This is an optimization exercise on Yosys and OpenROAD, whose aim is small area, a short achievable clock period and few clock cycles per item, not a production implementation.
Function was checked by simulation only, so behaviour that the tests miss may differ from the original.

Design cordic, start of the top module:
module cordic(
    input wire [31:0]   angle,
    input wire [1:0]    opt,
    input wire          enable,
    input wire          reset,
    input wire          clk,
    output wire signed [31:0] sin_out,
    output wire signed [31:0] cos_out,
    output wire               done
);
Settings: LEC_CHECK=0, ABC_AREA=1, CAP_MARGIN=20, CORE_MARGIN=2, CORE_UTILIZATION=40, CTS_BUF_LIST=sky130_fd_sc_hd__clkbuf_8, CTS_CLUSTER_SIZE=24, SETUP_SLACK_MARGIN=3.35, SLEW_MARGIN=20; clock period 7.0 ns.
standard.sh (not shown) runs the stock make flow with config.mk's settings and CLKGATE_MAP_FILE= SYNTH_SCRIPT=/design/flow/synth_recipe.tcl, a recipe that flattens the netlist after the stock synthesis.
==> flow/flow/run.sh <==
#!/bin/bash
# The standard layout (standard.sh) with extra ORFS settings: port buffers
# made from sky130_fd_sc_hd__buf_1. ORFS writes each step's log under orfs/logs;
# make's own output goes to make.log.
set -euo pipefail
bash standard.sh 'BUFFER_PORTS_ARGS=-buffer_cell sky130_fd_sc_hd__buf_1' finish > make.log 2>&1
Testbench counts at the start, summed over its fixed seeds: cycles 43,200, items 2,400.
Edit:
- CTS_BUF_LIST: sky130_fd_sc_hd__clkbuf_8 -> sky130_fd_sc_hd__clkbuf_4
- SETUP_SLACK_MARGIN: 3.35 -> 3.5
What happened: Synthesized cell count stays the same. Register-to-register slack improved by 0.21 ns. Synthesized area does not change. Worst setup slack improved by 0.21 ns. Final cell count came out higher slightly. Fmax came out higher by a few percent. Clock-buffer cell count came out higher by 3. Global-route usage came out higher by 0.43 points.
Edit:
- CTS_BUF_LIST: sky130_fd_sc_hd__clkbuf_4 -> sky130_fd_sc_hd__clkbuf_8
=> The new run completed without violations; routed wire length fell by 2.0%; clock-buffer cell count went down by 3; global-route usage is about the same.

========
Another version of the RTL of cordic (not shown whole).
Size in the first run: roughly 1100 cells after synthesis, ~63 flip-flops, roughly 100 I/O pins, ~7600 sq um of cells after synthesis.
Settings: LEC_CHECK=0, ABC_AREA=1, CAP_MARGIN=20, CORE_MARGIN=2, CORE_UTILIZATION=40, CTS_BUF_LIST=sky130_fd_sc_hd__clkbuf_4 sky130_fd_sc_hd__clkbuf_8, CTS_CLUSTER_SIZE=24, SETUP_SLACK_MARGIN=3.5, SLEW_MARGIN=20; clock period 7.0 ns.
Scripts as last shown in full above: flow/flow/run.sh
Testbench counts at the start, summed over its fixed seeds: cycles 43,200, items 2,400.
Then changed:
Settings changed: CTS_BUF_LIST sky130_fd_sc_hd__clkbuf_4 sky130_fd_sc_hd__clkbuf_8 to sky130_fd_sc_hd__clkbuf_8, SETUP_SLACK_MARGIN 3.5 to 3.55.
Via count is higher by about 1.6%.
Non-clock buffer count went up by 6.
Sequential share of layout area came out lower by 0.46 points.
First-iteration DRC count decreases by 12%.
Clock skew stays flat.
Then changed:
Settings changed: GPL_ROUTABILITY_DRIVEN set to 0, SETUP_SLACK_MARGIN 3.55 to 3.5.
=>
- first-iteration DRC count is higher by about 14%
- via count decreases by 1.5%
- clock-buffer cell count stays the same
- setup slack gains 27 ps
- hold slack degrades by 4.5 ps

========
Setup of juniper:
The RTL this note starts from:
==> flow/design.v <==
module cordic(
    input wire [31:0]   angle,
    input wire [1:0]    opt,
    input wire          enable,
    input wire          reset,
    input wire          clk,
    output wire signed [31:0] sin_out,
    output wire signed [31:0] cos_out,
    output wire               done
);
    localparam [17:0] K  = 18'd39797;
    localparam [17:0] NK = -18'd39797;
    function [17:0] atan_table;
        input [3:0] n;
        case (n)
            4'd2:  atan_table = 18'd16055;
            4'd3:  atan_table = 18'd8145;
            4'd4:  atan_table = 18'd4090;
            4'd5:  atan_table = 18'd2045;
            4'd6:  atan_table = 18'd1023;
            4'd7:  atan_table = 18'd512;
            4'd8:  atan_table = 18'd256;
            4'd9:  atan_table = 18'd128;
            4'd10: atan_table = 18'd64;
            4'd11: atan_table = 18'd32;
            4'd12: atan_table = 18'd16;
            4'd13: atan_table = 18'd8;
            4'd14: atan_table = 18'd4;
            default: atan_table = 18'd2;
        endcase
    endfunction
    function [17:0] addsub;
        input [17:0] a, b;
        input        m;      
        reg [18:0] s;
        begin
            s = {a, 1'b1} + {b ^ {18{m}}, m};
            addsub = s[18:1];
        end
    endfunction
    reg signed [17:0] x, y;
    reg [17:0] z;
    reg [4:0]  n;                
    reg [3:0]  sx, sy;           
    reg        dx, dyn, dz;      
    reg        sat_r, neg_r;     
    reg        sin_en, cos_en;   
    wire done_r = n[4];
    wire run    = enable & ~done_r;
    wire first  = (n[3:0] == 4'd0);
    wire st1    = (n[3:0] == 4'd1);
    wire last   = (n[3:0] == 4'd15);
    wire runk   = run & ~first;
    wire [17:0] ys = y >>> sx;
    wire [17:0] xs = x >>> sy;
    wire [17:0] x_nx = addsub(x, ys, dx);
    wire [17:0] y_nx = addsub(y, xs, dyn);
    reg [17:0] zc01;
    always @* begin
        case ({neg_r, dz})
            2'b01:   zc01 = -18'd81857;
            2'b00:   zc01 = -18'd21087;
            2'b11:   zc01 =  18'd21087;
            default: zc01 =  18'd81857;
        endcase
    end
    wire [17:0] z_nx = addsub(z, st1 ? zc01 : atan_table(n[3:0]), dz & ~st1);
    wire signed [17:0] a18 = angle[17:0];
    wire d1 = angle[31] ? (a18 >= -18'sd51472) : (a18 >= 18'sd51472);
    wire angle_sat = ~((&angle[31:17]) | ~(|angle[31:17]));
    wire d_nx = first ? (angle_sat ? ~angle[31] : d1)
                      : (sat_r ? ~neg_r : ~z_nx[17]);
    always @(posedge clk) begin
        sat_r  <= angle_sat;
        neg_r  <= angle[31];
        sin_en <= ~opt[0];
        cos_en <= ~(opt[1] & opt[0]);
        if (run) begin
            z   <= first ? angle[17:0] : z_nx;
            dx  <= d_nx;
            dyn <= ~d_nx;
            dz  <= d_nx;
        end
    end
    always @(posedge clk or posedge reset) begin
        if (reset) begin
            x  <= K;
            y  <= 18'd0;
            n  <= 5'd0;
            sx <= 4'd0;
            sy <= 4'd0;
        end else if (run) begin
            if (!first) x <= (last & ~cos_en) ? 18'd0 : x_nx;
            y  <= first ? (angle[31] ? NK : K) :
                  (last & ~sin_en) ? 18'd0 : y_nx;
            n  <= n + 5'd1;
            sx <= n[3:0] + 4'd1;
            sy <= n[3:0] + 4'd1;
        end
    end
    assign done    = done_r;
    assign sin_out = {{14{y[17]}}, y};
    assign cos_out = {{14{x[17]}}, x};
endmodule
clock: 7.0 ns
lec_check: 0
abc_area: 1
cap_margin: 20
core_margin: 2
core_utilization: 40
setup_slack_margin: 3.5
slew_margin: 20
run.sh (not shown) runs the stock make flow with config.mk's settings and CLKGATE_MAP_FILE= SYNTH_SCRIPT=/design/flow/synth_recipe.tcl, a recipe that flattens the netlist after the stock synthesis.
Stock flow here: none of the scripts above is used.
juniper: no failed stages, no open violations at the end
Testbench counts of juniper, summed over its fixed seeds: cycles 43,200, items 2,400.
Changes in indigo relative to juniper:
Settings: changing SETUP_SLACK_MARGIN from 3.5 to 4.5.
Results
From juniper to indigo the numbers moved as follows: overall routed net length climbed 13%; design area now sits higher; critical path's largest stage delay down 50 ps; routability congestion estimate from global placement essentially unchanged; number of global-route vias before repair has increased. Re count of inverters other than clock inverters in the layout: indigo is 3.0% up on juniper. Between juniper and indigo, the count of plain and timing-repair buffers in the layout is higher for indigo. Of indigo and juniper, it is indigo that has the higher critical path depth.
[inputs] tundra vs indigo
Settings: changing SETUP_SLACK_MARGIN from 4.5 to 3.5.
==> flow/flow/run.sh (new file) <==
#!/bin/bash
# The standard layout (standard.sh), with the port buffers made from
# sky130_fd_sc_hd__buf_1 instead of the default delay buffer. ORFS writes each
# step's log under orfs/logs; make's own output goes to make.log.
set -euo pipefail
bash standard.sh 'BUFFER_PORTS_ARGS=-buffer_cell sky130_fd_sc_hd__buf_1' finish > make.log 2>&1
==> flow/standard.sh (new file) <==
#!/bin/bash
# synth_recipe.tcl (not shown) runs the flow's synth.tcl, then flattens the netlist and writes it again
# the make line also repeats each setting of config.mk as NAME=value (left out here)
make -C /OpenROAD-flow-scripts/flow DESIGN_CONFIG=/design/flow/config.mk WORK_HOME=/design/flow/orfs CLKGATE_MAP_FILE= SYNTH_SCRIPT=/design/flow/synth_recipe.tcl "${@:-finish}"
removed: flow/run.sh
--- outcome ---
Re wire length of the first global-routing pass: indigo was higher than tundra. Mux share of post-synthesis cell area delta (indigo -> tundra): insignificant. There was hardly any difference in hold slack between tundra and indigo. tundra vs indigo: post-detailed-placement half-perimeter wirelength down in tundra. Summary — area of the multi-input gates, tundra relative to indigo: lower, by about 10%. Relative to indigo, the final cell area reported for tundra is lower. Comparing indigo and tundra, the higher met1 track demand over resource in global routing is on indigo. The met2 wire length in indigo is 1.15 times that in tundra.
[inputs] garnet vs tundra
Settings: CORE_UTILIZATION changed from 40 to 60.
==> flow/flow/run.sh <==
#!/bin/bash
# The standard layout (standard.sh) with extra ORFS settings: port buffers
# made from sky130_fd_sc_hd__buf_1. ORFS writes each step's log under orfs/logs;
# make's own output goes to make.log.
set -euo pipefail
bash standard.sh 'BUFFER_PORTS_ARGS=-buffer_cell sky130_fd_sc_hd__buf_1' finish > make.log 2>&1
--- outcome ---
- Result: PASS for each of garnet and tundra
- Changes observed in garnet relative to tundra: biggest cell delay along the critical path flat, met2 layer wire length in the routed design down about 5.7%, area growth from synthesis to layout down 4.0 points.
- Compared with tundra, garnet improves final routed wirelength across all metal layers.
- Cell area ends up higher on tundra.
- From tundra to garnet the numbers moved as follows: post-route minimum period increased 66 ps; fraction of layout instances using a drive strength above 1 fell by 1.8 points.

[port drivers added, routing unchanged]
Ports are ideal in the flow. The routed layouts listed here were re-timed in OpenROAD. Step 1 (the two cells are an assumption about what drives the block):
set clk [get_ports {clk}]
set_driving_cell -lib_cell sky130_fd_sc_hd__clkbuf_16 $clk
set_driving_cell -lib_cell sky130_fd_sc_hd__buf_2 [delete_from_list [all_inputs] $clk]
Step 2 adds t to the input delays and takes it off the output delays; t is the mean of the earliest and latest rising clock arrival at the registers after step 1. Input paths then give back, and output paths get back, about the clock's delay inside the block. Three values: ideal ports, drivers, drivers and shift; two values: the first two.
| run | t, ns | setup WS [ns] | slew at the worst register clock pin (ns) |
|---|---|---|---|
| the first run of note 1 | 0.408 | 3.383 / 3.383 / 3.234 | 0.08 / 0.08 |
| the second run of note 1 | 0.497 | 3.594 / 3.594 / 3.238 | 0.13 / 0.13 |
| the third run of note 1 | 0.412 | 3.601 / 3.601 / 3.284 | 0.08 / 0.08 |
| the first run of note 2 | 0.406 | 3.641 / 3.641 / 3.383 | 0.08 / 0.08 |
| the second run of note 2 | 0.407 | 3.614 / 3.614 / 3.353 | 0.08 / 0.08 |
| the third run of note 2 | 0.406 | 3.641 / 3.641 / 3.383 | 0.08 / 0.08 |
| juniper | 0.391 | 3.568 / 3.568 / 3.397 | 0.06 / 0.06 |
| indigo | 0.389 | 3.556 / 3.556 / 3.556 | 0.06 / 0.06 |
| tundra | 0.394 | 3.591 / 3.591 / 3.417 | 0.06 / 0.06 |
| garnet | 0.388 | 3.524 / 3.524 / 3.524 | 0.06 / 0.06 |
After both steps setup and hold are still met in every run listed. For the second run of note 1, which loses most, drivers alone change the setup slack by 0.000 ns; drivers and shift together by -0.356 ns.
